This is an optimization exercise on Yosys and OpenROAD, whose aim is small area and few clock cycles per item, not a production implementation.
In this exercise RTL edits were held to simulation tests only and were not proved equivalent to the original.
Power figures rest on the tool's default switching activity, not on a simulated workload.

## flow/design.v (module list and top-level ports; edited modules follow where they fit)
// module pipeline_division: 2007 lines
// module pipeline_division_steps_1_6: 125 lines
// module pipeline_division_steps_7_10: 152 lines
module pipeline_division #(
  parameter int DIVINDED_WIDTH = 32,
  parameter int DIVISOR_WIDTH  = 32
)(
  input                           clk_i,
  input                           rst_i,
  input  [DIVINDED_WIDTH - 1 : 0] divinded_i,
  input  [DIVISOR_WIDTH - 1 : 0]  divisor_i,
  input                           valid_i,
  output                          ready_o,
  output [DIVINDED_WIDTH - 1 : 0] quotient_o,
  output [DIVISOR_WIDTH - 1 : 0]  reminder_o,
  output                          valid_o,
  input                           ready_i
);
  // ...
==> flow/run.sh <==
#!/bin/bash
# synth_recipe.tcl (not shown) runs the flow's synth.tcl, then flattens the netlist and writes it again
# the make line also repeats each setting of config.mk as NAME=value (left out here)
make -C /OpenROAD-flow-scripts/flow DESIGN_CONFIG=/design/flow/config.mk WORK_HOME=/design/flow/orfs CLKGATE_MAP_FILE= SYNTH_SCRIPT=/design/flow/synth_recipe.tcl finish
==> flow/config.mk <==
export PLATFORM = sky130hd
export DESIGN_NAME = pipeline_division
export DESIGN_NICKNAME = pipeline_division
export VERILOG_FILES = /design/flow/design.v
export SDC_FILE = /design/flow/constraint.sdc
export NUM_CORES = 4
export LEC_CHECK = 0
export ABC_AREA = 1
export CAP_MARGIN = 20
export CORE_MARGIN = 2
export CORE_UTILIZATION = 65
export CTS_BUF_LIST = sky130_fd_sc_hd__clkbuf_8
export CTS_CLUSTER_DIAMETER = 80
export CTS_CLUSTER_SIZE = 16
export PLACE_DENSITY = 0.75
export SLEW_MARGIN = 20
export SYNTH_HIERARCHICAL = 1
==> flow/constraint.sdc <==
create_clock -name core_clock -period 5.0 [get_ports {clk_i}]
set_input_delay 1.0000 -clock core_clock [delete_from_list [all_inputs] [get_ports {clk_i}]]
set_output_delay 1.0000 -clock core_clock [all_outputs]
set_load 0.01 [all_outputs]
==> reports/metrics.csv, run 1 <==
stage,metric,value,unit
outcome,status,timing/DRC/antenna clean,
worst_setup_path,cell mode on critical path,nand2_2,
sta,setup violators final,0,
logic_synthesis,Compound-Gate Fraction of Synth Area,5.01,%
sta,Clock Skews,50.8,ps
worst_setup_path,CP Depth,33,
placement,IO Port Bufs,133,
power_and_ir_drop,seq pwr,16.8,mW
logic_synthesis,simple-gate share of the synthesized area,30.3,%
sta,Setup WS post-layout,148,ps
logic_synthesis,syn_area_per_cell,8.30,µm²
hold_path,worst hold start,sh_10[5],
worst_setup_path,Worst path top cell family by delay,simple AND/OR/NAND/NOR gates,
logic_synthesis,XOR/XNOR Fraction of Synth Area,6.96,%
drt,met2 WL,67.0,mm
flow_run,Max Cap Violations,0,
sta,Slew headroom,41.1,%
logic_synthesis,Cells after Synth,7286,
floorplanning,Die ar.,95500,µm²
grt,vias in the first global route,44400,
clocking,clock sink total,993,
layout,Finished Core Util,71.8,%
clocking,Root Buffer,clkbuf_8,
logic_synthesis,Post-synth EDFFs,981,
placement,DP Wirelength,97.0,mm
power_and_ir_drop,P_int,24.9,mW
Testbench counts, summed over its fixed seeds: cycles 4,048, items 4,000.
==> inputs of run 2 (changes only) <==
--- a/flow/design.v
+++ b/flow/design.v
@@ -69,347 +69,25 @@
 pipeline_division_steps_7_10 u_steps_1 ( .rem_i( rem_0 ), .sh_i( sh_0 ), .dv_i( dv_0 ), .rem_o( rem_1_d ), .sh_o( sh_1_d ) );
 always_ff @( posedge clk_i )
   if( ready_o )
     begin
       rem_1 <= rem_1_d;
       sh_1  <= sh_1_d;
       dv_1  <= dv_0;
     end
-logic [10:0] x_11;
-assign x_11 = { rem_1, sh_1[31] };
-logic [10:0] g0_11, e0_11;
-assign g0_11 = ~x_11 & dv_1[10:0];
-assign e0_11 = ~x_11 | dv_1[10:0];
-logic g1_11_1; assign g1_11_1 = g0_11[1] | ( e0_11[1] & g0_11[0] );
-logic e1_11_1; assign e1_11_1 = e0_11[1] & e0_11[0];
-logic g1_11_3; assign g1_11_3 = g0_11[3] | ( e0_11[3] & g0_11[2] );
-logic e1_11_3; assign e1_11_3 = e0_11[3] & e0_11[2];
-logic g1_11_5; assign g1_11_5 = g0_11[5] | ( e0_11[5] & g0_11[4] );
-logic e1_11_5; assign e1_11_5 = e0_11[5] & e0_11[4];
-logic g1_11_7; assign g1_11_7 = g0_11[7] | ( e0_11[7] & g0_11[6] );
-logic e1_11_7; assign e1_11_7 = e0_11[7] & e0_11[6];
-logic g1_11_9; assign g1_11_9 = g0_11[9] | ( e0_11[9] & g0_11[8] );
-logic e1_11_9; assign e1_11_9 = e0_11[9] & e0_11[8];
-logic g2_11_3; assign g2_11_3 = g1_11_3 | ( e1_11_3 & g1_11_1 );
-logic e2_11_3; assign e2_11_3 = e1_11_3 & e1_11_1;
-logic g2_11_7; assign g2_11_7 = g1_11_7 | ( e1_11_7 & g1_11_5 );
-logic e2_11_7; assign e2_11_7 = e1_11_7 & e1_11_5;
-logic g3_11_7; assign g3_11_7 = g2_11_7 | ( e2_11_7 & g2_11_3 );
-logic e3_11_7; assign e3_11_7 = e2_11_7 & e2_11_3;
-logic g7_11_5; assign g7_11_5 = g1_11_5 | ( e1_11_5 & g2_11_3 );
-logic e7_11_5; assign e7_11_5 = e1_11_5 & e2_11_3;
-logic g7_11_9; assign g7_11_9 = g1_11_9 | ( e1_11_9 & g3_11_7 );
-logic e7_11_9; assign e7_11_9 = e1_11_9 & e3_11_7;
-logic g8_11_2; assign g8_11_2 = g0_11[2] | ( e0_11[2] & g1_11_1 );
-logic e8_11_2; assign e8_11_2 = e0_11[2] & e1_11_1;
-logic g8_11_4; assign g8_11_4 = g0_11[4] | ( e0_11[4] & g2_11_3 );
-logic e8_11_4; assign e8_11_4 = e0_11[4] & e2_11_3;
-logic g8_11_6; assign g8_11_6 = g0_11[6] | ( e0_11[6] & g7_11_5 );
-logic e8_11_6; assign e8_11_6 = e0_11[6] & e7_11_5;
-logic g8_11_8; assign g8_11_8 = g0_11[8] | ( e0_11[8] & g3_11_7 );
-logic e8_11_8; assign e8_11_8 = e0_11[8] & e3_11_7;
-logic g8_11_10; assign g8_11_10 = g0_11[10] | ( e0_11[10] & g7_11_9 );
-logic e8_11_10; assign e8_11_10 = e0_11[10] & e7_11_9;
-logic q_11;
-assign q_11 = !g8_11_10 && ( dv_1[31:11] == 21'( 0 ) );
-logic [10:0] bw_11;
-assign bw_11 = { g7_11_9, g8_11_8, g3_11_7, g8_11_6, g7_11_5, g8_11_4, g2_11_3, g8_11_2, g1_11_1, g0_11[0], 1'b0 };
-logic [10:0] r_11;
-assign r_11 = x_11 ^ ( { 11{ q_11 } } & ( dv_1[10:0] ^ bw_11 ) );
-logic [31:0] s_11;
-assign s_11 = { sh_1[30:0], q_11 };
-logic [11:0] x_12;
-assign x_12 = { r_11, s_11[31] };
-logic [11:0] g0_12, e0_12;
-assign g0_12 = ~x_12 & dv_1[11:0];
-assign e0_12 = ~x_12 | dv_1[11:0];
-logic g1_12_1; assign g1_12_1 = g0_12[1] | ( e0_12[1] & g0_12[0] );
-logic e1_12_1; assign e1_12_1 = e0_12[1] & e0_12[0];
-logic g1_12_3; assign g1_12_3 = g0_12[3] | ( e0_12[3] & g0_12[2] );
-logic e1_12_3; assign e1_12_3 = e0_12[3] & e0_12[2];
-logic g1_12_5; assign g1_12_5 = g0_12[5] | ( e0_12[5] & g0_12[4] );
-logic e1_12_5; assign e1_12_5 = e0_12[5] & e0_12[4];
-logic g1_12_7; assign g1_12_7 = g0_12[7] | ( e0_12[7] & g0_12[6] );
-logic e1_12_7; assign e1_12_7 = e0_12[7] & e0_12[6];
-logic g1_12_9; assign g1_12_9 = g0_12[9] | ( e0_12[9] & g0_12[8] );
-logic e1_12_9; assign e1_12_9 = e0_12[9] & e0_12[8];
-logic g1_12_11; assign g1_12_11 = g0_12[11] | ( e0_12[11] & g0_12[10] );
-logic e1_12_11; assign e1_12_11 = e0_12[11] & e0_12[10];
-logic g2_12_3; assign g2_12_3 = g1_12_3 | ( e1_12_3 & g1_12_1 );
-logic e2_12_3; assign e2_12_3 = e1_12_3 & e1_12_1;
-logic g2_12_7; assign g2_12_7 = g1_12_7 | ( e1_12_7 & g1_12_5 );
-logic e2_12_7; assign e2_12_7 = e1_12_7 & e1_12_5;
-logic g2_12_11; assign g2_12_11 = g1_12_11 | ( e1_12_11 & g1_12_9 );
-logic e2_12_11; assign e2_12_11 = e1_12_11 & e1_12_9;
-logic g3_12_7; assign g3_12_7 = g2_12_7 | ( e2_12_7 & g2_12_3 );
-logic e3_12_7; assign e3_12_7 = e2_12_7 & e2_12_3;
-logic g6_12_11; assign g6_12_11 = g2_12_11 | ( e2_12_11 & g3_12_7 );
-logic e6_12_11; assign e6_12_11 = e2_12_11 & e3_12_7;
-logic g7_12_5; assign g7_12_5 = g1_12_5 | ( e1_12_5 & g2_12_3 );
-logic e7_12_5; assign e7_12_5 = e1_12_5 & e2_12_3;
-logic g7_12_9; assign g7_12_9 = g1_12_9 | ( e1_12_9 & g3_12_7 );
-logic e7_12_9; assign e7_12_9 = e1_12_9 & e3_12_7;
-logic g8_12_2; assign g8_12_2 = g0_12[2] | ( e0_12[2] & g1_12_1 );
-logic e8_12_2; assign e8_12_2 = e0_12[2] & e1_12_1;
-logic g8_12_4; assign g8_12_4 = g0_12[4] | ( e0_12[4] & g2_12_3 );
-logic e8_12_4; assign e8_12_4 = e0_12[4] & e2_12_3;
-logic g8_12_6; assign g8_12_6 = g0_12[6] | ( e0_12[6] & g7_12_5 );
-logic e8_12_6; assign e8_12_6 = e0_12[6] & e7_12_5;
-logic g8_12_8; assign g8_12_8 = g0_12[8] | ( e0_12[8] & g3_12_7 );
-logic e8_12_8; assign e8_12_8 = e0_12[8] & e3_12_7;
-logic g8_12_10; assign g8_12_10 = g0_12[10] | ( e0_12[10] & g7_12_9 );
-logic e8_12_10; assign e8_12_10 = e0_12[10] & e7_12_9;
-logic q_12;
-assign q_12 = !g6_12_11 && ( dv_1[31:12] == 20'( 0 ) );
-logic [11:0] bw_12;
-assign bw_12 = { g8_12_10, g7_12_9, g8_12_8, g3_12_7, g8_12_6, g7_12_5, g8_12_4, g2_12_3, g8_12_2, g1_12_1, g0_12[0], 1'b0 };
-logic [11:0] r_12;
-assign r_12 = x_12 ^ ( { 12{ q_12 } } & ( dv_1[11:0] ^ bw_12 ) );
-logic [31:0] s_12;
-assign s_12 = { s_11[30:0], q_12 };
-logic [12:0] x_13;
-assign x_13 = { r_12, s_12[31] };
-logic [12:0] g0_13, e0_13;
-assign g0_13 = ~x_13 & dv_1[12:0];
-assign e0_13 = ~x_13 | dv_1[12:0];
-logic g1_13_1; assign g1_13_1 = g0_13[1] | ( e0_13[1] & g0_13[0] );
-logic e1_13_1; assign e1_13_1 = e0_13[1] & e0_13[0];
-logic g1_13_3; assign g1_13_3 = g0_13[3] | ( e0_13[3] & g0_13[2] );
-logic e1_13_3; assign e1_13_3 = e0_13[3] & e0_13[2];
-logic g1_13_5; assign g1_13_5 = g0_13[5] | ( e0_13[5] & g0_13[4] );
-logic e1_13_5; assign e1_13_5 = e0_13[5] & e0_13[4];
-logic g1_13_7; assign g1_13_7 = g0_13[7] | ( e0_13[7] & g0_13[6] );
-logic e1_13_7; assign e1_13_7 = e0_13[7] & e0_13[6];
-logic g1_13_9; assign g1_13_9 = g0_13[9] | ( e0_13[9] & g0_13[8] );
-logic e1_13_9; assign e1_13_9 = e0_13[9] & e0_13[8];
-logic g1_13_11; assign g1_13_11 = g0_13[11] | ( e0_13[11] & g0_13[10] );
-logic e1_13_11; assign e1_13_11 = e0_13[11] & e0_13[10];
-logic g2_13_3; assign g2_13_3 = g1_13_3 | ( e1_13_3 & g1_13_1 );
-logic e2_13_3; assign e2_13_3 = e1_13_3 & e1_13_1;
-logic g2_13_7; assign g2_13_7 = g1_13_7 | ( e1_13_7 & g1_13_5 );
-logic e2_13_7; assign e2_13_7 = e1_13_7 & e1_13_5;
-logic g2_13_11; assign g2_13_11 = g1_13_11 | ( e1_13_11 & g1_13_9 );
-logic e2_13_11; assign e2_13_11 = e1_13_11 & e1_13_9;
-logic g3_13_7; assign g3_13_7 = g2_13_7 | ( e2_13_7 & g2_13_3 );
-logic e3_13_7; assign e3_13_7 = e2_13_7 & e2_13_3;
-logic g6_13_11; assign g6_13_11 = g2_13_11 | ( e2_13_11 & g3_13_7 );
-logic e6_13_11; assign e6_13_11 = e2_13_11 & e3_13_7;
-logic g7_13_5; assign g7_13_5 = g1_13_5 | ( e1_13_5 & g2_13_3 );
-logic e7_13_5; assign e7_13_5 = e1_13_5 & e2_13_3;
-logic g7_13_9; assign g7_13_9 = g1_13_9 | ( e1_13_9 & g3_13_7 );
-logic e7_13_9; assign e7_13_9 = e1_13_9 & e3_13_7;
-logic g8_13_2; assign g8_13_2 = g0_13[2] | ( e0_13[2] & g1_13_1 );
-logic e8_13_2; assign e8_13_2 = e0_13[2] & e1_13_1;
-logic g8_13_4; assign g8_13_4 = g0_13[4] | ( e0_13[4] & g2_13_3 );
-logic e8_13_4; assign e8_13_4 = e0_13[4] & e2_13_3;
-logic g8_13_6; assign g8_13_6 = g0_13[6] | ( e0_13[6] & g7_13_5 );
-logic e8_13_6; assign e8_13_6 = e0_13[6] & e7_13_5;
-logic g8_13_8; assign g8_13_8 = g0_13[8] | ( e0_13[8] & g3_13_7 );
-logic e8_13_8; assign e8_13_8 = e0_13[8] & e3_13_7;
-logic g8_13_10; assign g8_13_10 = g0_13[10] | ( e0_13[10] & g7_13_9 );
-logic e8_13_10; assign e8_13_10 = e0_13[10] & e7_13_9;
-logic g8_13_12; assign g8_13_12 = g0_13[12] | ( e0_13[12] & g6_13_11 );
-logic e8_13_12; assign e8_13_12 = e0_13[12] & e6_13_11;
-logic q_13;
-assign q_13 = !g8_13_12 && ( dv_1[31:13] == 19'( 0 ) );
-logic [12:0] bw_13;
-assign bw_13 = { g6_13_11, g8_13_10, g7_13_9, g8_13_8, g3_13_7, g8_13_6, g7_13_5, g8_13_4, g2_13_3, g8_13_2, g1_13_1, g0_13[0], 1'b0 };
-logic [12:0] r_13;
-assign r_13 = x_13 ^ ( { 13{ q_13 } } & ( dv_1[12:0] ^ bw_13 ) );
-logic [31:0] s_13;
-assign s_13 = { s_12[30:0], q_13 };
-assign rem_2_d = r_13;
-assign sh_2_d = s_13;
+pipeline_division_steps_11_13 u_steps_2 ( .rem_i( rem_1 ), .sh_i( sh_1 ), .dv_i( dv_1 ), .rem_o( rem_2_d ), .sh_o( sh_2_d ) );
 always_ff @( posedge clk_i )
   if( ready_o )
     begin
       rem_2 <= rem_2_d;
       sh_2  <= sh_2_d;
       dv_2  <= dv_1;
     end
-logic [13:0] x_14;
-assign x_14 = { rem_2, sh_2[31] };
-logic [13:0] g0_14, e0_14;
-assign g0_14 = ~x_14 & dv_2[13:0];
-assign e0_14 = ~x_14 | dv_2[13:0];
-logic g1_14_1; assign g1_14_1 = g0_14[1] | ( e0_14[1] & g0_14[0] );
-logic e1_14_1; assign e1_14_1 = e0_14[1] & e0_14[0];
-logic g1_14_3; assign g1_14_3 = g0_14[3] | ( e0_14[3] & g0_14[2] );
-logic e1_14_3; assign e1_14_3 = e0_14[3] & e0_14[2];
-logic g1_14_5; assign g1_14_5 = g0_14[5] | ( e0_14[5] & g0_14[4] );
-logic e1_14_5; assign e1_14_5 = e0_14[5] & e0_14[4];
-logic g1_14_7; assign g1_14_7 = g0_14[7] | ( e0_14[7] & g0_14[6] );
-logic e1_14_7; assign e1_14_7 = e0_14[7] & e0_14[6];
-logic g1_14_9; assign g1_14_9 = g0_14[9] | ( e0_14[9] & g0_14[8] );
-logic e1_14_9; assign e1_14_9 = e0_14[9] & e0_14[8];
-logic g1_14_11; assign g1_14_11 = g0_14[11] | ( e0_14[11] & g0_14[10] );
-logic e1_14_11; assign e1_14_11 = e0_14[11] & e0_14[10];
-logic g1_14_13; assign g1_14_13 = g0_14[13] | ( e0_14[13] & g0_14[12] );
-logic e1_14_13; assign e1_14_13 = e0_14[13] & e0_14[12];
-logic g2_14_3; assign g2_14_3 = g1_14_3 | ( e1_14_3 & g1_14_1 );
-logic e2_14_3; assign e2_14_3 = e1_14_3 & e1_14_1;
-logic g2_14_7; assign g2_14_7 = g1_14_7 | ( e1_14_7 & g1_14_5 );
-logic e2_14_7; assign e2_14_7 = e1_14_7 & e1_14_5;
-logic g2_14_11; assign g2_14_11 = g1_14_11 | ( e1_14_11 & g1_14_9 );
-logic e2_14_11; assign e2_14_11 = e1_14_11 & e1_14_9;
-logic g3_14_7; assign g3_14_7 = g2_14_7 | ( e2_14_7 & g2_14_3 );
-logic e3_14_7; assign e3_14_7 = e2_14_7 & e2_14_3;
-logic g6_14_11; assign g6_14_11 = g2_14_11 | ( e2_14_11 & g3_14_7 );
-logic e6_14_11; assign e6_14_11 = e2_14_11 & e3_14_7;
-logic g7_14_5; assign g7_14_5 = g1_14_5 | ( e1_14_5 & g2_14_3 );
-logic e7_14_5; assign e7_14_5 = e1_14_5 & e2_14_3;
-logic g7_14_9; assign g7_14_9 = g1_14_9 | ( e1_14_9 & g3_14_7 );
-logic e7_14_9; assign e7_14_9 = e1_14_9 & e3_14_7;
-logic g7_14_13; assign g7_14_13 = g1_14_13 | ( e1_14_13 & g6_14_11 );
-logic e7_14_13; assign e7_14_13 = e1_14_13 & e6_14_11;
-logic g8_14_2; assign g8_14_2 = g0_14[2] | ( e0_14[2] & g1_14_1 );
-logic e8_14_2; assign e8_14_2 = e0_14[2] & e1_14_1;
-logic g8_14_4; assign g8_14_4 = g0_14[4] | ( e0_14[4] & g2_14_3 );
-logic e8_14_4; assign e8_14_4 = e0_14[4] & e2_14_3;
-logic g8_14_6; assign g8_14_6 = g0_14[6] | ( e0_14[6] & g7_14_5 );
-logic e8_14_6; assign e8_14_6 = e0_14[6] & e7_14_5;
-logic g8_14_8; assign g8_14_8 = g0_14[8] | ( e0_14[8] & g3_14_7 );
-logic e8_14_8; assign e8_14_8 = e0_14[8] & e3_14_7;
-logic g8_14_10; assign g8_14_10 = g0_14[10] | ( e0_14[10] & g7_14_9 );
-logic e8_14_10; assign e8_14_10 = e0_14[10] & e7_14_9;
-logic g8_14_12; assign g8_14_12 = g0_14[12] | ( e0_14[12] & g6_14_11 );
-logic e8_14_12; assign e8_14_12 = e0_14[12] & e6_14_11;
-logic q_14;
-assign q_14 = !g7_14_13 && ( dv_2[31:14] == 18'( 0 ) );
-logic [13:0] bw_14;
-assign bw_14 = { g8_14_12, g6_14_11, g8_14_10, g7_14_9, g8_14_8, g3_14_7, g8_14_6, g7_14_5, g8_14_4, g2_14_3, g8_14_2, g1_14_1, g0_14[0], 1'b0 };
-logic [13:0] r_14;
-assign r_14 = x_14 ^ ( { 14{ q_14 } } & ( dv_2[13:0] ^ bw_14 ) );
-logic [31:0] s_14;
-assign s_14 = { sh_2[30:0], q_14 };
-logic [14:0] x_15;
-assign x_15 = { r_14, s_14[31] };
-logic [14:0] g0_15, e0_15;
-assign g0_15 = ~x_15 & dv_2[14:0];
-assign e0_15 = ~x_15 | dv_2[14:0];
-logic g1_15_1; assign g1_15_1 = g0_15[1] | ( e0_15[1] & g0_15[0] );
-logic e1_15_1; assign e1_15_1 = e0_15[1] & e0_15[0];
-logic g1_15_3; assign g1_15_3 = g0_15[3] | ( e0_15[3] & g0_15[2] );
-logic e1_15_3; assign e1_15_3 = e0_15[3] & e0_15[2];
-logic g1_15_5; assign g1_15_5 = g0_15[5] | ( e0_15[5] & g0_15[4] );
-logic e1_15_5; assign e1_15_5 = e0_15[5] & e0_15[4];
-logic g1_15_7; assign g1_15_7 = g0_15[7] | ( e0_15[7] & g0_15[6] );
-logic e1_15_7; assign e1_15_7 = e0_15[7] & e0_15[6];
-logic g1_15_9; assign g1_15_9 = g0_15[9] | ( e0_15[9] & g0_15[8] );
-logic e1_15_9; assign e1_15_9 = e0_15[9] & e0_15[8];
-logic g1_15_11; assign g1_15_11 = g0_15[11] | ( e0_15[11] & g0_15[10] );
-logic e1_15_11; assign e1_15_11 = e0_15[11] & e0_15[10];
-logic g1_15_13; assign g1_15_13 = g0_15[13] | ( e0_15[13] & g0_15[12] );
-logic e1_15_13; assign e1_15_13 = e0_15[13] & e0_15[12];
-logic g2_15_3; assign g2_15_3 = g1_15_3 | ( e1_15_3 & g1_15_1 );
-logic e2_15_3; assign e2_15_3 = e1_15_3 & e1_15_1;
-logic g2_15_7; assign g2_15_7 = g1_15_7 | ( e1_15_7 & g1_15_5 );
-logic e2_15_7; assign e2_15_7 = e1_15_7 & e1_15_5;
-logic g2_15_11; assign g2_15_11 = g1_15_11 | ( e1_15_11 & g1_15_9 );
-logic e2_15_11; assign e2_15_11 = e1_15_11 & e1_15_9;
-logic g3_15_7; assign g3_15_7 = g2_15_7 | ( e2_15_7 & g2_15_3 );
-logic e3_15_7; assign e3_15_7 = e2_15_7 & e2_15_3;
-logic g6_15_11; assign g6_15_11 = g2_15_11 | ( e2_15_11 & g3_15_7 );
-logic e6_15_11; assign e6_15_11 = e2_15_11 & e3_15_7;
-logic g7_15_5; assign g7_15_5 = g1_15_5 | ( e1_15_5 & g2_15_3 );
-logic e7_15_5; assign e7_15_5 = e1_15_5 & e2_15_3;
-logic g7_15_9; assign g7_15_9 = g1_15_9 | ( e1_15_9 & g3_15_7 );
-logic e7_15_9; assign e7_15_9 = e1_15_9 & e3_15_7;
-logic g7_15_13; assign g7_15_13 = g1_15_13 | ( e1_15_13 & g6_15_11 );
-logic e7_15_13; assign e7_15_13 = e1_15_13 & e6_15_11;
-logic g8_15_2; assign g8_15_2 = g0_15[2] | ( e0_15[2] & g1_15_1 );
-logic e8_15_2; assign e8_15_2 = e0_15[2] & e1_15_1;
-logic g8_15_4; assign g8_15_4 = g0_15[4] | ( e0_15[4] & g2_15_3 );
-logic e8_15_4; assign e8_15_4 = e0_15[4] & e2_15_3;
-logic g8_15_6; assign g8_15_6 = g0_15[6] | ( e0_15[6] & g7_15_5 );
-logic e8_15_6; assign e8_15_6 = e0_15[6] & e7_15_5;
-logic g8_15_8; assign g8_15_8 = g0_15[8] | ( e0_15[8] & g3_15_7 );
-logic e8_15_8; assign e8_15_8 = e0_15[8] & e3_15_7;
-logic g8_15_10; assign g8_15_10 = g0_15[10] | ( e0_15[10] & g7_15_9 );
-logic e8_15_10; assign e8_15_10 = e0_15[10] & e7_15_9;
-logic g8_15_12; assign g8_15_12 = g0_15[12] | ( e0_15[12] & g6_15_11 );
-logic e8_15_12; assign e8_15_12 = e0_15[12] & e6_15_11;
-logic g8_15_14; assign g8_15_14 = g0_15[14] | ( e0_15[14] & g7_15_13 );
-logic e8_15_14; assign e8_15_14 = e0_15[14] & e7_15_13;
-logic q_15;
-assign q_15 = !g8_15_14 && ( dv_2[31:15] == 17'( 0 ) );
-logic [14:0] bw_15;
-assign bw_15 = { g7_15_13, g8_15_12, g6_15_11, g8_15_10, g7_15_9, g8_15_8, g3_15_7, g8_15_6, g7_15_5, g8_15_4, g2_15_3, g8_15_2, g1_15_1, g0_15[0], 1'b0 };
-logic [14:0] r_15;
-assign r_15 = x_15 ^ ( { 15{ q_15 } } & ( dv_2[14:0] ^ bw_15 ) );
-logic [31:0] s_15;
-assign s_15 = { s_14[30:0], q_15 };
-logic [15:0] x_16;
-assign x_16 = { r_15, s_15[31] };
-logic [15:0] g0_16, e0_16;
-assign g0_16 = ~x_16 & dv_2[15:0];
-assign e0_16 = ~x_16 | dv_2[15:0];
-logic g1_16_1; assign g1_16_1 = g0_16[1] | ( e0_16[1] & g0_16[0] );
-logic e1_16_1; assign e1_16_1 = e0_16[1] & e0_16[0];
-logic g1_16_3; assign g1_16_3 = g0_16[3] | ( e0_16[3] & g0_16[2] );
-logic e1_16_3; assign e1_16_3 = e0_16[3] & e0_16[2];
-logic g1_16_5; assign g1_16_5 = g0_16[5] | ( e0_16[5] & g0_16[4] );
-logic e1_16_5; assign e1_16_5 = e0_16[5] & e0_16[4];
-logic g1_16_7; assign g1_16_7 = g0_16[7] | ( e0_16[7] & g0_16[6] );
-logic e1_16_7; assign e1_16_7 = e0_16[7] & e0_16[6];
-logic g1_16_9; assign g1_16_9 = g0_16[9] | ( e0_16[9] & g0_16[8] );
-logic e1_16_9; assign e1_16_9 = e0_16[9] & e0_16[8];
-logic g1_16_11; assign g1_16_11 = g0_16[11] | ( e0_16[11] & g0_16[10] );
-logic e1_16_11; assign e1_16_11 = e0_16[11] & e0_16[10];
-logic g1_16_13; assign g1_16_13 = g0_16[13] | ( e0_16[13] & g0_16[12] );
-logic e1_16_13; assign e1_16_13 = e0_16[13] & e0_16[12];
-logic g1_16_15; assign g1_16_15 = g0_16[15] | ( e0_16[15] & g0_16[14] );
-logic e1_16_15; assign e1_16_15 = e0_16[15] & e0_16[14];
-logic g2_16_3; assign g2_16_3 = g1_16_3 | ( e1_16_3 & g1_16_1 );
-logic e2_16_3; assign e2_16_3 = e1_16_3 & e1_16_1;
-logic g2_16_7; assign g2_16_7 = g1_16_7 | ( e1_16_7 & g1_16_5 );
-logic e2_16_7; assign e2_16_7 = e1_16_7 & e1_16_5;
-logic g2_16_11; assign g2_16_11 = g1_16_11 | ( e1_16_11 & g1_16_9 );
-logic e2_16_11; assign e2_16_11 = e1_16_11 & e1_16_9;
-logic g2_16_15; assign g2_16_15 = g1_16_15 | ( e1_16_15 & g1_16_13 );
-logic e2_16_15; assign e2_16_15 = e1_16_15 & e1_16_13;
-logic g3_16_7; assign g3_16_7 = g2_16_7 | ( e2_16_7 & g2_16_3 );
-logic e3_16_7; assign e3_16_7 = e2_16_7 & e2_16_3;
-logic g3_16_15; assign g3_16_15 = g2_16_15 | ( e2_16_15 & g2_16_11 );
-logic e3_16_15; assign e3_16_15 = e2_16_15 & e2_16_11;
-logic g4_16_15; assign g4_16_15 = g3_16_15 | ( e3_16_15 & g3_16_7 );
-logic e4_16_15; assign e4_16_15 = e3_16_15 & e3_16_7;
-logic g6_16_11; assign g6_16_11 = g2_16_11 | ( e2_16_11 & g3_16_7 );
-logic e6_16_11; assign e6_16_11 = e2_16_11 & e3_16_7;
-logic g7_16_5; assign g7_16_5 = g1_16_5 | ( e1_16_5 & g2_16_3 );
-logic e7_16_5; assign e7_16_5 = e1_16_5 & e2_16_3;
-logic g7_16_9; assign g7_16_9 = g1_16_9 | ( e1_16_9 & g3_16_7 );
-logic e7_16_9; assign e7_16_9 = e1_16_9 & e3_16_7;
-logic g7_16_13; assign g7_16_13 = g1_16_13 | ( e1_16_13 & g6_16_11 );
-logic e7_16_13; assign e7_16_13 = e1_16_13 & e6_16_11;
-logic g8_16_2; assign g8_16_2 = g0_16[2] | ( e0_16[2] & g1_16_1 );
-logic e8_16_2; assign e8_16_2 = e0_16[2] & e1_16_1;
-logic g8_16_4; assign g8_16_4 = g0_16[4] | ( e0_16[4] & g2_16_3 );
-logic e8_16_4; assign e8_16_4 = e0_16[4] & e2_16_3;
-logic g8_16_6; assign g8_16_6 = g0_16[6] | ( e0_16[6] & g7_16_5 );
-logic e8_16_6; assign e8_16_6 = e0_16[6] & e7_16_5;
-logic g8_16_8; assign g8_16_8 = g0_16[8] | ( e0_16[8] & g3_16_7 );
-logic e8_16_8; assign e8_16_8 = e0_16[8] & e3_16_7;
-logic g8_16_10; assign g8_16_10 = g0_16[10] | ( e0_16[10] & g7_16_9 );
-logic e8_16_10; assign e8_16_10 = e0_16[10] & e7_16_9;
-logic g8_16_12; assign g8_16_12 = g0_16[12] | ( e0_16[12] & g6_16_11 );
-logic e8_16_12; assign e8_16_12 = e0_16[12] & e6_16_11;
-logic g8_16_14; assign g8_16_14 = g0_16[14] | ( e0_16[14] & g7_16_13 );
-logic e8_16_14; assign e8_16_14 = e0_16[14] & e7_16_13;
-logic q_16;
-assign q_16 = !g4_16_15 && ( dv_2[31:16] == 16'( 0 ) );
-logic [15:0] bw_16;
-assign bw_16 = { g8_16_14, g7_16_13, g8_16_12, g6_16_11, g8_16_10, g7_16_9, g8_16_8, g3_16_7, g8_16_6, g7_16_5, g8_16_4, g2_16_3, g8_16_2, g1_16_1, g0_16[0], 1'b0 };
-logic [15:0] r_16;
-assign r_16 = x_16 ^ ( { 16{ q_16 } } & ( dv_2[15:0] ^ bw_16 ) );
-logic [31:0] s_16;
-assign s_16 = { s_15[30:0], q_16 };
-assign rem_3_d = r_16;
-assign sh_3_d = s_16;
+pipeline_division_steps_14_16 u_steps_3 ( .rem_i( rem_2 ), .sh_i( sh_2 ), .dv_i( dv_2 ), .rem_o( rem_3_d ), .sh_o( sh_3_d ) );
 always_ff @( posedge clk_i )
   if( ready_o )
     begin
       rem_3 <= rem_3_d;
       sh_3  <= sh_3_d;
       dv_3  <= dv_2;
     end
 logic [16:0] x_17;
@@ -2277,8 +1955,348 @@
   assign bw_10 = { g8_10_8, g3_10_7, g8_10_6, g7_10_5, g8_10_4, g2_10_3, g8_10_2, g1_10_1, g0_10[0], 1'b0 };
   logic [9:0] r_10;
   assign r_10 = x_10 ^ ( { 10{ q_10 } } & ( dv_i[9:0] ^ bw_10 ) );
   logic [31:0] s_10;
   assign s_10 = { s_9[30:0], q_10 };
   assign rem_o = r_10;
   assign sh_o  = s_10;
 endmodule
+module pipeline_division_steps_11_13 (
+  input  [9:0] rem_i,
+  input  [31:0] sh_i,
+  input  [31:0] dv_i,
+  output [12:0] rem_o,
+  output [31:0] sh_o
+);
+  logic [10:0] x_11;
+  assign x_11 = { rem_i, sh_i[31] };
+  logic [10:0] g0_11, e0_11;
+  assign g0_11 = ~x_11 & dv_i[10:0];
+  assign e0_11 = ~x_11 | dv_i[10:0];
+  logic g1_11_1; assign g1_11_1 = g0_11[1] | ( e0_11[1] & g0_11[0] );
+  logic e1_11_1; assign e1_11_1 = e0_11[1] & e0_11[0];
+  logic g1_11_3; assign g1_11_3 = g0_11[3] | ( e0_11[3] & g0_11[2] );
+  logic e1_11_3; assign e1_11_3 = e0_11[3] & e0_11[2];
+  logic g1_11_5; assign g1_11_5 = g0_11[5] | ( e0_11[5] & g0_11[4] );
+  logic e1_11_5; assign e1_11_5 = e0_11[5] & e0_11[4];
+  logic g1_11_7; assign g1_11_7 = g0_11[7] | ( e0_11[7] & g0_11[6] );
+  logic e1_11_7; assign e1_11_7 = e0_11[7] & e0_11[6];
+  logic g1_11_9; assign g1_11_9 = g0_11[9] | ( e0_11[9] & g0_11[8] );
+  logic e1_11_9; assign e1_11_9 = e0_11[9] & e0_11[8];
+  logic g2_11_3; assign g2_11_3 = g1_11_3 | ( e1_11_3 & g1_11_1 );
+  logic e2_11_3; assign e2_11_3 = e1_11_3 & e1_11_1;
+  logic g2_11_7; assign g2_11_7 = g1_11_7 | ( e1_11_7 & g1_11_5 );
+  logic e2_11_7; assign e2_11_7 = e1_11_7 & e1_11_5;
+  logic g3_11_7; assign g3_11_7 = g2_11_7 | ( e2_11_7 & g2_11_3 );
+  logic e3_11_7; assign e3_11_7 = e2_11_7 & e2_11_3;
+  logic g7_11_5; assign g7_11_5 = g1_11_5 | ( e1_11_5 & g2_11_3 );
+  logic e7_11_5; assign e7_11_5 = e1_11_5 & e2_11_3;
+  logic g7_11_9; assign g7_11_9 = g1_11_9 | ( e1_11_9 & g3_11_7 );
+  logic e7_11_9; assign e7_11_9 = e1_11_9 & e3_11_7;
+  logic g8_11_2; assign g8_11_2 = g0_11[2] | ( e0_11[2] & g1_11_1 );
+  logic e8_11_2; assign e8_11_2 = e0_11[2] & e1_11_1;
+  logic g8_11_4; assign g8_11_4 = g0_11[4] | ( e0_11[4] & g2_11_3 );
+  logic e8_11_4; assign e8_11_4 = e0_11[4] & e2_11_3;
+  logic g8_11_6; assign g8_11_6 = g0_11[6] | ( e0_11[6] & g7_11_5 );
+  logic e8_11_6; assign e8_11_6 = e0_11[6] & e7_11_5;
+  logic g8_11_8; assign g8_11_8 = g0_11[8] | ( e0_11[8] & g3_11_7 );
+  logic e8_11_8; assign e8_11_8 = e0_11[8] & e3_11_7;
+  logic g8_11_10; assign g8_11_10 = g0_11[10] | ( e0_11[10] & g7_11_9 );
+  logic e8_11_10; assign e8_11_10 = e0_11[10] & e7_11_9;
+  logic q_11;
+  assign q_11 = !g8_11_10 && ( dv_i[31:11] == 21'( 0 ) );
+  logic [10:0] bw_11;
+  assign bw_11 = { g7_11_9, g8_11_8, g3_11_7, g8_11_6, g7_11_5, g8_11_4, g2_11_3, g8_11_2, g1_11_1, g0_11[0], 1'b0 };
+  logic [10:0] r_11;
+  assign r_11 = x_11 ^ ( { 11{ q_11 } } & ( dv_i[10:0] ^ bw_11 ) );
+  logic [31:0] s_11;
+  assign s_11 = { sh_i[30:0], q_11 };
+  logic [11:0] x_12;
+  assign x_12 = { r_11, s_11[31] };
+  logic [11:0] g0_12, e0_12;
+  assign g0_12 = ~x_12 & dv_i[11:0];
+  assign e0_12 = ~x_12 | dv_i[11:0];
+  logic g1_12_1; assign g1_12_1 = g0_12[1] | ( e0_12[1] & g0_12[0] );
+  logic e1_12_1; assign e1_12_1 = e0_12[1] & e0_12[0];
+  logic g1_12_3; assign g1_12_3 = g0_12[3] | ( e0_12[3] & g0_12[2] );
+  logic e1_12_3; assign e1_12_3 = e0_12[3] & e0_12[2];
+  logic g1_12_5; assign g1_12_5 = g0_12[5] | ( e0_12[5] & g0_12[4] );
+  logic e1_12_5; assign e1_12_5 = e0_12[5] & e0_12[4];
+  logic g1_12_7; assign g1_12_7 = g0_12[7] | ( e0_12[7] & g0_12[6] );
+  logic e1_12_7; assign e1_12_7 = e0_12[7] & e0_12[6];
+  logic g1_12_9; assign g1_12_9 = g0_12[9] | ( e0_12[9] & g0_12[8] );
+  logic e1_12_9; assign e1_12_9 = e0_12[9] & e0_12[8];
+  logic g1_12_11; assign g1_12_11 = g0_12[11] | ( e0_12[11] & g0_12[10] );
+  logic e1_12_11; assign e1_12_11 = e0_12[11] & e0_12[10];
+  logic g2_12_3; assign g2_12_3 = g1_12_3 | ( e1_12_3 & g1_12_1 );
+  logic e2_12_3; assign e2_12_3 = e1_12_3 & e1_12_1;
+  logic g2_12_7; assign g2_12_7 = g1_12_7 | ( e1_12_7 & g1_12_5 );
+  logic e2_12_7; assign e2_12_7 = e1_12_7 & e1_12_5;
+  logic g2_12_11; assign g2_12_11 = g1_12_11 | ( e1_12_11 & g1_12_9 );
+  logic e2_12_11; assign e2_12_11 = e1_12_11 & e1_12_9;
+  logic g3_12_7; assign g3_12_7 = g2_12_7 | ( e2_12_7 & g2_12_3 );
+  logic e3_12_7; assign e3_12_7 = e2_12_7 & e2_12_3;
+  logic g6_12_11; assign g6_12_11 = g2_12_11 | ( e2_12_11 & g3_12_7 );
+  logic e6_12_11; assign e6_12_11 = e2_12_11 & e3_12_7;
+  logic g7_12_5; assign g7_12_5 = g1_12_5 | ( e1_12_5 & g2_12_3 );
+  logic e7_12_5; assign e7_12_5 = e1_12_5 & e2_12_3;
+  logic g7_12_9; assign g7_12_9 = g1_12_9 | ( e1_12_9 & g3_12_7 );
+  logic e7_12_9; assign e7_12_9 = e1_12_9 & e3_12_7;
+  logic g8_12_2; assign g8_12_2 = g0_12[2] | ( e0_12[2] & g1_12_1 );
+  logic e8_12_2; assign e8_12_2 = e0_12[2] & e1_12_1;
+  logic g8_12_4; assign g8_12_4 = g0_12[4] | ( e0_12[4] & g2_12_3 );
+  logic e8_12_4; assign e8_12_4 = e0_12[4] & e2_12_3;
+  logic g8_12_6; assign g8_12_6 = g0_12[6] | ( e0_12[6] & g7_12_5 );
+  logic e8_12_6; assign e8_12_6 = e0_12[6] & e7_12_5;
+  logic g8_12_8; assign g8_12_8 = g0_12[8] | ( e0_12[8] & g3_12_7 );
+  logic e8_12_8; assign e8_12_8 = e0_12[8] & e3_12_7;
+  logic g8_12_10; assign g8_12_10 = g0_12[10] | ( e0_12[10] & g7_12_9 );
+  logic e8_12_10; assign e8_12_10 = e0_12[10] & e7_12_9;
+  logic q_12;
+  assign q_12 = !g6_12_11 && ( dv_i[31:12] == 20'( 0 ) );
+  logic [11:0] bw_12;
+  assign bw_12 = { g8_12_10, g7_12_9, g8_12_8, g3_12_7, g8_12_6, g7_12_5, g8_12_4, g2_12_3, g8_12_2, g1_12_1, g0_12[0], 1'b0 };
+  logic [11:0] r_12;
+  assign r_12 = x_12 ^ ( { 12{ q_12 } } & ( dv_i[11:0] ^ bw_12 ) );
+  logic [31:0] s_12;
+  assign s_12 = { s_11[30:0], q_12 };
+  logic [12:0] x_13;
+  assign x_13 = { r_12, s_12[31] };
+  logic [12:0] g0_13, e0_13;
+  assign g0_13 = ~x_13 & dv_i[12:0];
+  assign e0_13 = ~x_13 | dv_i[12:0];
+  logic g1_13_1; assign g1_13_1 = g0_13[1] | ( e0_13[1] & g0_13[0] );
+  logic e1_13_1; assign e1_13_1 = e0_13[1] & e0_13[0];
+  logic g1_13_3; assign g1_13_3 = g0_13[3] | ( e0_13[3] & g0_13[2] );
+  logic e1_13_3; assign e1_13_3 = e0_13[3] & e0_13[2];
+  logic g1_13_5; assign g1_13_5 = g0_13[5] | ( e0_13[5] & g0_13[4] );
+  logic e1_13_5; assign e1_13_5 = e0_13[5] & e0_13[4];
+  logic g1_13_7; assign g1_13_7 = g0_13[7] | ( e0_13[7] & g0_13[6] );
+  logic e1_13_7; assign e1_13_7 = e0_13[7] & e0_13[6];
+  logic g1_13_9; assign g1_13_9 = g0_13[9] | ( e0_13[9] & g0_13[8] );
+  logic e1_13_9; assign e1_13_9 = e0_13[9] & e0_13[8];
+  logic g1_13_11; assign g1_13_11 = g0_13[11] | ( e0_13[11] & g0_13[10] );
+  logic e1_13_11; assign e1_13_11 = e0_13[11] & e0_13[10];
+  logic g2_13_3; assign g2_13_3 = g1_13_3 | ( e1_13_3 & g1_13_1 );
+  logic e2_13_3; assign e2_13_3 = e1_13_3 & e1_13_1;
+  logic g2_13_7; assign g2_13_7 = g1_13_7 | ( e1_13_7 & g1_13_5 );
+  logic e2_13_7; assign e2_13_7 = e1_13_7 & e1_13_5;
+  logic g2_13_11; assign g2_13_11 = g1_13_11 | ( e1_13_11 & g1_13_9 );
+  logic e2_13_11; assign e2_13_11 = e1_13_11 & e1_13_9;
+  logic g3_13_7; assign g3_13_7 = g2_13_7 | ( e2_13_7 & g2_13_3 );
+  logic e3_13_7; assign e3_13_7 = e2_13_7 & e2_13_3;
+  logic g6_13_11; assign g6_13_11 = g2_13_11 | ( e2_13_11 & g3_13_7 );
+  logic e6_13_11; assign e6_13_11 = e2_13_11 & e3_13_7;
+  logic g7_13_5; assign g7_13_5 = g1_13_5 | ( e1_13_5 & g2_13_3 );
+  logic e7_13_5; assign e7_13_5 = e1_13_5 & e2_13_3;
+  logic g7_13_9; assign g7_13_9 = g1_13_9 | ( e1_13_9 & g3_13_7 );
+  logic e7_13_9; assign e7_13_9 = e1_13_9 & e3_13_7;
+  logic g8_13_2; assign g8_13_2 = g0_13[2] | ( e0_13[2] & g1_13_1 );
+  logic e8_13_2; assign e8_13_2 = e0_13[2] & e1_13_1;
+  logic g8_13_4; assign g8_13_4 = g0_13[4] | ( e0_13[4] & g2_13_3 );
+  logic e8_13_4; assign e8_13_4 = e0_13[4] & e2_13_3;
+  logic g8_13_6; assign g8_13_6 = g0_13[6] | ( e0_13[6] & g7_13_5 );
+  logic e8_13_6; assign e8_13_6 = e0_13[6] & e7_13_5;
+  logic g8_13_8; assign g8_13_8 = g0_13[8] | ( e0_13[8] & g3_13_7 );
+  logic e8_13_8; assign e8_13_8 = e0_13[8] & e3_13_7;
+  logic g8_13_10; assign g8_13_10 = g0_13[10] | ( e0_13[10] & g7_13_9 );
+  logic e8_13_10; assign e8_13_10 = e0_13[10] & e7_13_9;
+  logic g8_13_12; assign g8_13_12 = g0_13[12] | ( e0_13[12] & g6_13_11 );
+  logic e8_13_12; assign e8_13_12 = e0_13[12] & e6_13_11;
+  logic q_13;
+  assign q_13 = !g8_13_12 && ( dv_i[31:13] == 19'( 0 ) );
+  logic [12:0] bw_13;
+  assign bw_13 = { g6_13_11, g8_13_10, g7_13_9, g8_13_8, g3_13_7, g8_13_6, g7_13_5, g8_13_4, g2_13_3, g8_13_2, g1_13_1, g0_13[0], 1'b0 };
+  logic [12:0] r_13;
+  assign r_13 = x_13 ^ ( { 13{ q_13 } } & ( dv_i[12:0] ^ bw_13 ) );
+  logic [31:0] s_13;
+  assign s_13 = { s_12[30:0], q_13 };
+  assign rem_o = r_13;
+  assign sh_o  = s_13;
+endmodule
+module pipeline_division_steps_14_16 (
+  input  [12:0] rem_i,
+  input  [31:0] sh_i,
+  input  [31:0] dv_i,
+  output [15:0] rem_o,
+  output [31:0] sh_o
+);
+  logic [13:0] x_14;
+  assign x_14 = { rem_i, sh_i[31] };
+  logic [13:0] g0_14, e0_14;
+  assign g0_14 = ~x_14 & dv_i[13:0];
+  assign e0_14 = ~x_14 | dv_i[13:0];
+  logic g1_14_1; assign g1_14_1 = g0_14[1] | ( e0_14[1] & g0_14[0] );
+  logic e1_14_1; assign e1_14_1 = e0_14[1] & e0_14[0];
+  logic g1_14_3; assign g1_14_3 = g0_14[3] | ( e0_14[3] & g0_14[2] );
+  logic e1_14_3; assign e1_14_3 = e0_14[3] & e0_14[2];
+  logic g1_14_5; assign g1_14_5 = g0_14[5] | ( e0_14[5] & g0_14[4] );
+  logic e1_14_5; assign e1_14_5 = e0_14[5] & e0_14[4];
+  logic g1_14_7; assign g1_14_7 = g0_14[7] | ( e0_14[7] & g0_14[6] );
+  logic e1_14_7; assign e1_14_7 = e0_14[7] & e0_14[6];
+  logic g1_14_9; assign g1_14_9 = g0_14[9] | ( e0_14[9] & g0_14[8] );
+  logic e1_14_9; assign e1_14_9 = e0_14[9] & e0_14[8];
+  logic g1_14_11; assign g1_14_11 = g0_14[11] | ( e0_14[11] & g0_14[10] );
+  logic e1_14_11; assign e1_14_11 = e0_14[11] & e0_14[10];
+  logic g1_14_13; assign g1_14_13 = g0_14[13] | ( e0_14[13] & g0_14[12] );
+  logic e1_14_13; assign e1_14_13 = e0_14[13] & e0_14[12];
+  logic g2_14_3; assign g2_14_3 = g1_14_3 | ( e1_14_3 & g1_14_1 );
+  logic e2_14_3; assign e2_14_3 = e1_14_3 & e1_14_1;
+  logic g2_14_7; assign g2_14_7 = g1_14_7 | ( e1_14_7 & g1_14_5 );
+  logic e2_14_7; assign e2_14_7 = e1_14_7 & e1_14_5;
+  logic g2_14_11; assign g2_14_11 = g1_14_11 | ( e1_14_11 & g1_14_9 );
+  logic e2_14_11; assign e2_14_11 = e1_14_11 & e1_14_9;
+  logic g3_14_7; assign g3_14_7 = g2_14_7 | ( e2_14_7 & g2_14_3 );
+  logic e3_14_7; assign e3_14_7 = e2_14_7 & e2_14_3;
+  logic g6_14_11; assign g6_14_11 = g2_14_11 | ( e2_14_11 & g3_14_7 );
+  logic e6_14_11; assign e6_14_11 = e2_14_11 & e3_14_7;
+  logic g7_14_5; assign g7_14_5 = g1_14_5 | ( e1_14_5 & g2_14_3 );
+  logic e7_14_5; assign e7_14_5 = e1_14_5 & e2_14_3;
+  logic g7_14_9; assign g7_14_9 = g1_14_9 | ( e1_14_9 & g3_14_7 );
+  logic e7_14_9; assign e7_14_9 = e1_14_9 & e3_14_7;
+  logic g7_14_13; assign g7_14_13 = g1_14_13 | ( e1_14_13 & g6_14_11 );
+  logic e7_14_13; assign e7_14_13 = e1_14_13 & e6_14_11;
+  logic g8_14_2; assign g8_14_2 = g0_14[2] | ( e0_14[2] & g1_14_1 );
+  logic e8_14_2; assign e8_14_2 = e0_14[2] & e1_14_1;
+  logic g8_14_4; assign g8_14_4 = g0_14[4] | ( e0_14[4] & g2_14_3 );
+  logic e8_14_4; assign e8_14_4 = e0_14[4] & e2_14_3;
+  logic g8_14_6; assign g8_14_6 = g0_14[6] | ( e0_14[6] & g7_14_5 );
+  logic e8_14_6; assign e8_14_6 = e0_14[6] & e7_14_5;
+  logic g8_14_8; assign g8_14_8 = g0_14[8] | ( e0_14[8] & g3_14_7 );
+  logic e8_14_8; assign e8_14_8 = e0_14[8] & e3_14_7;
+  logic g8_14_10; assign g8_14_10 = g0_14[10] | ( e0_14[10] & g7_14_9 );
+  logic e8_14_10; assign e8_14_10 = e0_14[10] & e7_14_9;
+  logic g8_14_12; assign g8_14_12 = g0_14[12] | ( e0_14[12] & g6_14_11 );
+  logic e8_14_12; assign e8_14_12 = e0_14[12] & e6_14_11;
+  logic q_14;
+  assign q_14 = !g7_14_13 && ( dv_i[31:14] == 18'( 0 ) );
+  logic [13:0] bw_14;
+  assign bw_14 = { g8_14_12, g6_14_11, g8_14_10, g7_14_9, g8_14_8, g3_14_7, g8_14_6, g7_14_5, g8_14_4, g2_14_3, g8_14_2, g1_14_1, g0_14[0], 1'b0 };
+  logic [13:0] r_14;
+  assign r_14 = x_14 ^ ( { 14{ q_14 } } & ( dv_i[13:0] ^ bw_14 ) );
+  logic [31:0] s_14;
+  assign s_14 = { sh_i[30:0], q_14 };
+  logic [14:0] x_15;
+  assign x_15 = { r_14, s_14[31] };
+  logic [14:0] g0_15, e0_15;
+  assign g0_15 = ~x_15 & dv_i[14:0];
+  assign e0_15 = ~x_15 | dv_i[14:0];
+  logic g1_15_1; assign g1_15_1 = g0_15[1] | ( e0_15[1] & g0_15[0] );
+  logic e1_15_1; assign e1_15_1 = e0_15[1] & e0_15[0];
+  logic g1_15_3; assign g1_15_3 = g0_15[3] | ( e0_15[3] & g0_15[2] );
+  logic e1_15_3; assign e1_15_3 = e0_15[3] & e0_15[2];
+  logic g1_15_5; assign g1_15_5 = g0_15[5] | ( e0_15[5] & g0_15[4] );
+  logic e1_15_5; assign e1_15_5 = e0_15[5] & e0_15[4];
+  logic g1_15_7; assign g1_15_7 = g0_15[7] | ( e0_15[7] & g0_15[6] );
+  logic e1_15_7; assign e1_15_7 = e0_15[7] & e0_15[6];
+  logic g1_15_9; assign g1_15_9 = g0_15[9] | ( e0_15[9] & g0_15[8] );
+  logic e1_15_9; assign e1_15_9 = e0_15[9] & e0_15[8];
+  logic g1_15_11; assign g1_15_11 = g0_15[11] | ( e0_15[11] & g0_15[10] );
+  logic e1_15_11; assign e1_15_11 = e0_15[11] & e0_15[10];
+  logic g1_15_13; assign g1_15_13 = g0_15[13] | ( e0_15[13] & g0_15[12] );
+  logic e1_15_13; assign e1_15_13 = e0_15[13] & e0_15[12];
+  logic g2_15_3; assign g2_15_3 = g1_15_3 | ( e1_15_3 & g1_15_1 );
+  logic e2_15_3; assign e2_15_3 = e1_15_3 & e1_15_1;
+  logic g2_15_7; assign g2_15_7 = g1_15_7 | ( e1_15_7 & g1_15_5 );
+  logic e2_15_7; assign e2_15_7 = e1_15_7 & e1_15_5;
+  logic g2_15_11; assign g2_15_11 = g1_15_11 | ( e1_15_11 & g1_15_9 );
+  logic e2_15_11; assign e2_15_11 = e1_15_11 & e1_15_9;
+  logic g3_15_7; assign g3_15_7 = g2_15_7 | ( e2_15_7 & g2_15_3 );
+  logic e3_15_7; assign e3_15_7 = e2_15_7 & e2_15_3;
+  logic g6_15_11; assign g6_15_11 = g2_15_11 | ( e2_15_11 & g3_15_7 );
+  logic e6_15_11; assign e6_15_11 = e2_15_11 & e3_15_7;
+  logic g7_15_5; assign g7_15_5 = g1_15_5 | ( e1_15_5 & g2_15_3 );
+  logic e7_15_5; assign e7_15_5 = e1_15_5 & e2_15_3;
+  logic g7_15_9; assign g7_15_9 = g1_15_9 | ( e1_15_9 & g3_15_7 );
+  logic e7_15_9; assign e7_15_9 = e1_15_9 & e3_15_7;
+  logic g7_15_13; assign g7_15_13 = g1_15_13 | ( e1_15_13 & g6_15_11 );
+  logic e7_15_13; assign e7_15_13 = e1_15_13 & e6_15_11;
+  logic g8_15_2; assign g8_15_2 = g0_15[2] | ( e0_15[2] & g1_15_1 );
+  logic e8_15_2; assign e8_15_2 = e0_15[2] & e1_15_1;
+  logic g8_15_4; assign g8_15_4 = g0_15[4] | ( e0_15[4] & g2_15_3 );
+  logic e8_15_4; assign e8_15_4 = e0_15[4] & e2_15_3;
+  logic g8_15_6; assign g8_15_6 = g0_15[6] | ( e0_15[6] & g7_15_5 );
+  logic e8_15_6; assign e8_15_6 = e0_15[6] & e7_15_5;
+  logic g8_15_8; assign g8_15_8 = g0_15[8] | ( e0_15[8] & g3_15_7 );
+  logic e8_15_8; assign e8_15_8 = e0_15[8] & e3_15_7;
+  logic g8_15_10; assign g8_15_10 = g0_15[10] | ( e0_15[10] & g7_15_9 );
+  logic e8_15_10; assign e8_15_10 = e0_15[10] & e7_15_9;
+  logic g8_15_12; assign g8_15_12 = g0_15[12] | ( e0_15[12] & g6_15_11 );
+  logic e8_15_12; assign e8_15_12 = e0_15[12] & e6_15_11;
+  logic g8_15_14; assign g8_15_14 = g0_15[14] | ( e0_15[14] & g7_15_13 );
+  logic e8_15_14; assign e8_15_14 = e0_15[14] & e7_15_13;
+  logic q_15;
+  assign q_15 = !g8_15_14 && ( dv_i[31:15] == 17'( 0 ) );
+  logic [14:0] bw_15;
+  assign bw_15 = { g7_15_13, g8_15_12, g6_15_11, g8_15_10, g7_15_9, g8_15_8, g3_15_7, g8_15_6, g7_15_5, g8_15_4, g2_15_3, g8_15_2, g1_15_1, g0_15[0], 1'b0 };
+  logic [14:0] r_15;
+  assign r_15 = x_15 ^ ( { 15{ q_15 } } & ( dv_i[14:0] ^ bw_15 ) );
+  logic [31:0] s_15;
+  assign s_15 = { s_14[30:0], q_15 };
+  logic [15:0] x_16;
+  assign x_16 = { r_15, s_15[31] };
+  logic [15:0] g0_16, e0_16;
+  assign g0_16 = ~x_16 & dv_i[15:0];
+  assign e0_16 = ~x_16 | dv_i[15:0];
+  logic g1_16_1; assign g1_16_1 = g0_16[1] | ( e0_16[1] & g0_16[0] );
+  logic e1_16_1; assign e1_16_1 = e0_16[1] & e0_16[0];
+  logic g1_16_3; assign g1_16_3 = g0_16[3] | ( e0_16[3] & g0_16[2] );
+  logic e1_16_3; assign e1_16_3 = e0_16[3] & e0_16[2];
+  logic g1_16_5; assign g1_16_5 = g0_16[5] | ( e0_16[5] & g0_16[4] );
+  logic e1_16_5; assign e1_16_5 = e0_16[5] & e0_16[4];
+  logic g1_16_7; assign g1_16_7 = g0_16[7] | ( e0_16[7] & g0_16[6] );
+  logic e1_16_7; assign e1_16_7 = e0_16[7] & e0_16[6];
+  logic g1_16_9; assign g1_16_9 = g0_16[9] | ( e0_16[9] & g0_16[8] );
+  logic e1_16_9; assign e1_16_9 = e0_16[9] & e0_16[8];
+  logic g1_16_11; assign g1_16_11 = g0_16[11] | ( e0_16[11] & g0_16[10] );
+  logic e1_16_11; assign e1_16_11 = e0_16[11] & e0_16[10];
+  logic g1_16_13; assign g1_16_13 = g0_16[13] | ( e0_16[13] & g0_16[12] );
+  logic e1_16_13; assign e1_16_13 = e0_16[13] & e0_16[12];
+  logic g1_16_15; assign g1_16_15 = g0_16[15] | ( e0_16[15] & g0_16[14] );
+  logic e1_16_15; assign e1_16_15 = e0_16[15] & e0_16[14];
+  logic g2_16_3; assign g2_16_3 = g1_16_3 | ( e1_16_3 & g1_16_1 );
+  logic e2_16_3; assign e2_16_3 = e1_16_3 & e1_16_1;
+  logic g2_16_7; assign g2_16_7 = g1_16_7 | ( e1_16_7 & g1_16_5 );
+  logic e2_16_7; assign e2_16_7 = e1_16_7 & e1_16_5;
+  logic g2_16_11; assign g2_16_11 = g1_16_11 | ( e1_16_11 & g1_16_9 );
+  logic e2_16_11; assign e2_16_11 = e1_16_11 & e1_16_9;
+  logic g2_16_15; assign g2_16_15 = g1_16_15 | ( e1_16_15 & g1_16_13 );
+  logic e2_16_15; assign e2_16_15 = e1_16_15 & e1_16_13;
+  logic g3_16_7; assign g3_16_7 = g2_16_7 | ( e2_16_7 & g2_16_3 );
+  logic e3_16_7; assign e3_16_7 = e2_16_7 & e2_16_3;
+  logic g3_16_15; assign g3_16_15 = g2_16_15 | ( e2_16_15 & g2_16_11 );
+  logic e3_16_15; assign e3_16_15 = e2_16_15 & e2_16_11;
+  logic g4_16_15; assign g4_16_15 = g3_16_15 | ( e3_16_15 & g3_16_7 );
+  logic e4_16_15; assign e4_16_15 = e3_16_15 & e3_16_7;
+  logic g6_16_11; assign g6_16_11 = g2_16_11 | ( e2_16_11 & g3_16_7 );
+  logic e6_16_11; assign e6_16_11 = e2_16_11 & e3_16_7;
+  logic g7_16_5; assign g7_16_5 = g1_16_5 | ( e1_16_5 & g2_16_3 );
+  logic e7_16_5; assign e7_16_5 = e1_16_5 & e2_16_3;
+  logic g7_16_9; assign g7_16_9 = g1_16_9 | ( e1_16_9 & g3_16_7 );
+  logic e7_16_9; assign e7_16_9 = e1_16_9 & e3_16_7;
+  logic g7_16_13; assign g7_16_13 = g1_16_13 | ( e1_16_13 & g6_16_11 );
+  logic e7_16_13; assign e7_16_13 = e1_16_13 & e6_16_11;
+  logic g8_16_2; assign g8_16_2 = g0_16[2] | ( e0_16[2] & g1_16_1 );
+  logic e8_16_2; assign e8_16_2 = e0_16[2] & e1_16_1;
+  logic g8_16_4; assign g8_16_4 = g0_16[4] | ( e0_16[4] & g2_16_3 );
+  logic e8_16_4; assign e8_16_4 = e0_16[4] & e2_16_3;
+  logic g8_16_6; assign g8_16_6 = g0_16[6] | ( e0_16[6] & g7_16_5 );
+  logic e8_16_6; assign e8_16_6 = e0_16[6] & e7_16_5;
+  logic g8_16_8; assign g8_16_8 = g0_16[8] | ( e0_16[8] & g3_16_7 );
+  logic e8_16_8; assign e8_16_8 = e0_16[8] & e3_16_7;
+  logic g8_16_10; assign g8_16_10 = g0_16[10] | ( e0_16[10] & g7_16_9 );
+  logic e8_16_10; assign e8_16_10 = e0_16[10] & e7_16_9;
+  logic g8_16_12; assign g8_16_12 = g0_16[12] | ( e0_16[12] & g6_16_11 );
+  logic e8_16_12; assign e8_16_12 = e0_16[12] & e6_16_11;
+  logic g8_16_14; assign g8_16_14 = g0_16[14] | ( e0_16[14] & g7_16_13 );
+  logic e8_16_14; assign e8_16_14 = e0_16[14] & e7_16_13;
+  logic q_16;
+  assign q_16 = !g4_16_15 && ( dv_i[31:16] == 16'( 0 ) );
+  logic [15:0] bw_16;
+  assign bw_16 = { g8_16_14, g7_16_13, g8_16_12, g6_16_11, g8_16_10, g7_16_9, g8_16_8, g3_16_7, g8_16_6, g7_16_5, g8_16_4, g2_16_3, g8_16_2, g1_16_1, g0_16[0], 1'b0 };
+  logic [15:0] r_16;
+  assign r_16 = x_16 ^ ( { 16{ q_16 } } & ( dv_i[15:0] ^ bw_16 ) );
+  logic [31:0] s_16;
+  assign s_16 = { s_15[30:0], q_16 };
+  assign rem_o = r_16;
+  assign sh_o  = s_16;
+endmodule
--- a/flow/config.mk
+++ b/flow/config.mk
@@ -5,13 +5,12 @@
 export SDC_FILE = /design/flow/constraint.sdc
 export NUM_CORES = 4
 export LEC_CHECK = 0
 export ABC_AREA = 1
 export CAP_MARGIN = 20
 export CORE_MARGIN = 2
 export CORE_UTILIZATION = 65
 export CTS_BUF_LIST = sky130_fd_sc_hd__clkbuf_8
-export CTS_CLUSTER_DIAMETER = 80
-export CTS_CLUSTER_SIZE = 16
+export CTS_CLUSTER_SIZE = 20
 export PLACE_DENSITY = 0.75
 export SLEW_MARGIN = 20
 export SYNTH_HIERARCHICAL = 1
==> run 2 against run 1 <==
Compared with the run above: still clean on timing, DRC and antenna; sequential share of layout area fell by 1.2 points; combinational power barely moved; count of clock-buffer cells in the layout rose by 92; sequential power barely moved; non-clock buffer count fell by 72; clock power rose by 68%; power rose by 5.9%; critical path type unchanged; highest routed layer unchanged.
==> reports/metrics.csv, run 2 <==
stage,metric,value,unit,change
grt,global-route wire length before repair,213,mm,was 204 mm
floorplanning,I/O pin total,134,,unchanged
placement,gpl congestion,0.902,,was 0.889
placement,post-placement cell count,8783,,was 8693
sta,Slew headroom,41.1,%,about the same
sta,hold_ws,407,ps,was 401 ps
floorplanning,Die X,312,µm,was 309 µm
drt,post-route ant nets,0,,unchanged
worst_setup_path,Setup CP Type,reg2reg,,unchanged
sta,post-route minimum period,4650,ps,was 4850 ps
drt,First DRT Iteration DRCs,3141,,was 2782
logic_synthesis,syn_area_per_cell,8.27,µm²,was 8.30 µm²
grt,vias in the first global route,45600,,was 44400
logic_synthesis,Cells after Synth,7474,,was 7286
logic_synthesis,Synth Net Count,7542,,was 7354
logic_synthesis,post-synthesis sequential area ratio,48.1,%,was 49.2%
sta,Tcrit/Tclk final,92.9,%,was 97.0%
placement,IO Port Bufs,133,,unchanged
layout,"non-filler cells, final",9110,,was 8848
layout,most frequent cells in the layout,"nand2_1, edfxtp_1, inv_1",,unchanged
clocking,clock sink total,993,,unchanged
clocking,CTS max path bufs,3,,unchanged
sta,Clock Skews,26.4,ps,was 50.8 ps
flow_run,Max Cap Violations,0,,unchanged
grt,largest net degree at the start of global routing,154,,was 171
logic_synthesis,Yosys cell types,75,,unchanged
floorplanning,overall die height,312,µm,was 309 µm
logic_synthesis,Synth top area share,47.7,%,was 48.7%
layout,Area Overhead vs Synth,9.65,%,was 9.11%
layout,"most common cell after layout, fill and taps aside",nand2_1,,unchanged
clocking,Root Buffer,clkbuf_8,,unchanged
worst_setup_path,Worst path top cell family by delay,simple AND/OR/NAND/NOR gates,,unchanged
drt,DRT Pass-1 Iters,6,,was 8
logic_synthesis,most frequent cells after synthesis,"nand2_1, edfxtp_1, inv_1, nand3_1, nor2_1",,unchanged
worst_setup_path,slowest CP cell,edfxtp_1,,unchanged
logic_synthesis,Netlist Area Pre-Place,61800,µm²,was 60500 µm²
clocking,clock latency at the later pin of the worst-skew pair,860,ps,was 760 ps
logic_synthesis,synth warn,7,,unchanged
power_and_ir_drop,Power Density,721,nW/µm²,was 699 nW/µm²
grt,GRT Residual Overflow,0,,unchanged
layout,NumNets Final,7780,,was 7644
logic_synthesis,Synth area leaders,"edfxtp_1, nand2_1, nand3_1",,unchanged
worst_setup_path,Crit path buffers/inverters,3,,was 6
layout,Fill cells,7162,,was 6977
logic_synthesis,ys async rst share,1.21,%,unchanged
worst_setup_path,CP arrival,5240,ps,was 5360 ps
worst_setup_path,cell mode on critical path,nand2_1,,was nand2_2
hold_path,Hold/Removal Path Class,reg2reg,,unchanged
grt,initial antenna violation count,1,,was 2
sta,final hold violations,0,,unchanged
clocking,# hold bufs at CTS,0,,unchanged
drt,wire per inst,14.2,µm,about the same
clocking,Num CTS Buffers,162,,was 75
power_and_ir_drop,static leakage,31.6,nW,was 30.6 nW
floorplanning,Initial Utilization,65.4,%,was 65.8%
floorplanning,Die ar.,97600,µm²,was 95500 µm²
floorplanning,Core Box Area,94600,µm²,was 91900 µm²
sta,Pins Over Slew Limit,0,,unchanged
sta,Worst-Margin Slew,884,ps,was 876 ps
drt,vias per cell,5.34,,was 5.33
drt,DRC viols,0,,unchanged
sta,max frequency,215,MHz,was 206 MHz
outcome,status,timing/DRC/antenna clean,,unchanged
clocking,CTS tree,done,,unchanged
power_and_ir_drop,Max VDD drop,532,µV,was 375 µV
clocking,Worst-path clk slew,60,ps,was 100 ps
logic_synthesis,most common cell in the synthesized netlist,nand2_1,,unchanged
placement,DP Wirelength,98.7,mm,was 97.0 mm
worst_setup_path,CP Capture Type,flip-flop,,unchanged
layout,proportion of layout cells with a drive suffix above 1,10.8,%,was 10.3%
worst_setup_path,Worst path max stage delay,530,ps,was 500 ps
floorplanning,row cnt,113,,was 111
clocking,H-tree levels,4,,was 3
logic_synthesis,ys flop type,edfxtp_1,,unchanged
logic_synthesis,Synth area leader,edfxtp_1,,unchanged
drt,via count,48600,,was 47200
worst_setup_path,Worst EP required,5600,ps,was 5510 ps
logic_synthesis,Post-synth EDFFs,981,,unchanged
sta,setup violators final,0,,unchanged
logic_synthesis,post-synthesis register bit count,993,,unchanged
grt,gr usage total,26.6,%,was 26.0%
drt,Total Routed Length,129,mm,was 126 mm
worst_setup_path,crit start category,flip-flop,,unchanged
worst_setup_path,CP Max Fanout,17,,was 9
==> run 2: cell types whose count changed in the layout (fill, tap and decap cells not counted), sizes merged, moves of 7 or more <==
cell    before   now
nand3      797   813
nor3        19    29
xor2       436   419
clkbuf      80   167
a31oi       17     7
nand4      210   236
nand2     2408  2432
inv       1017  1074
buf        222   155
bufinv       3    10
a21oi      130   161
a21boi       9    18
nor2       589   579
clkinv      17    84
==> run 2: modules after synthesis (local to each module, per instance) <==
module                         copies in the design  cells  area, µm²  flops+latches
pipeline_division                                 1   5567      51900            993
pipeline_division_steps_11_13                     1    495       2560              0
pipeline_division_steps_14_16                     1    588       3130              0
pipeline_division_steps_1_6                       1    319       1680              0
pipeline_division_steps_7_10                      1    505       2570              0
==> run 2: per-layer routing <==
| metal | track usage (%) | vias to the layer above | part of all wire, % |
|---|---|---|---|
| met2 | 49.1 | 1011 | 52 |
| met1 | 30.5 | 22300 | 40 |
| met5 | 0 | - | 0 |
| met4 | 11.4 | 0 | 3.9 |
| li1 | - | 25000 | - |
| met3 | 3.87 | 318 | 3.8 |
==> run 2: cell type report <==
| class | instances | area [µm²] | share of cell area (%) |
|---|---|---|---|
| diodes | 1 | 2.50 | 0.00369 |
| clock buffers | 167 | 2300 | 3.39 |
| clock inverters | 129 | 917 | 1.35 |
| inverters | 1043 | 3940 | 5.80 |
| multi-input cells | 5224 | 26600 | 39.2 |
| flip-flops and latches | 993 | 29800 | 43.9 |
| well taps | 1265 | 1580 | 2.33 |
| repair buffers | 288 | 2700 | 3.98 |
==> run 2: metrics by stage <==
step	setup WS [ps]	util [%]	setup TNS (ps)	instance area, µm²	power (mW)
after global placement	22.5	67.9	0	64200	40.9
after detailed placement	-78.2	67.9	-341	64200	41.7
after floorplan	307	-	0	61800	36.1
final	353	71.7	0	67800	48.9
after CTS	102	71.3	0	67400	48.9
after global routing	-37.4	71.7	-258	67800	53.3
==> run 2: cell families (layout without fill, tap and decap cells) <==
family,Yosys count,count (layout),synth area share [%]
muxes,8,8,0.146
AOI/OAI and AO/OA,557,557,5.33
xor gates and xnor gates,459,459,6.58
adders and majority gates,1,1,0.0182
and+or+nand+nor,4196,4199,30.7
buffers and inverters,1260,1627,9.10
DFF,993,993,48.1
other,0,1,0
==> run 2: power by group <==
group	switching (mW)	leakage, nW	internal (mW)
logic	16.5	19.8	8.56
clock network	3.29	1.76	3.68
registers	2.61	10.1	14.2
total	22.4	31.6	26.5
==> run 2: final timing paths <==
path	start	endpoint	slack, ps	cells after the start
max in group asynchronous	rst_i	vld[3]	4250	2
hold reg to reg	sh_2[27]	sh_3[30]	410	0
hold / removal	sh_2[27]	sh_3[30]	410	0
min in group asynchronous	rst_i	vld[0]	440	2
setup / recovery	dv_1[1]	rem_2[1]	350	34
setup reg to reg	dv_1[1]	rem_2[1]	350	34
==> run 2: repair_timing <==
item	in CTS	in global routing
setup buffers	0	27
gates resized for setup	0	29
setup endpoints to repair	0	40
Testbench counts of run 2, summed over its fixed seeds: cycles 4,048, items 4,000.

Check on run 2: ideal ports give 0.353 ns setup slack; a clkbuf_16 on the clock port and buf_2 on the inputs give 0.353 ns; moving port delays by the midpoint clock arrival (0.919 ns) as well gives -0.088 ns.
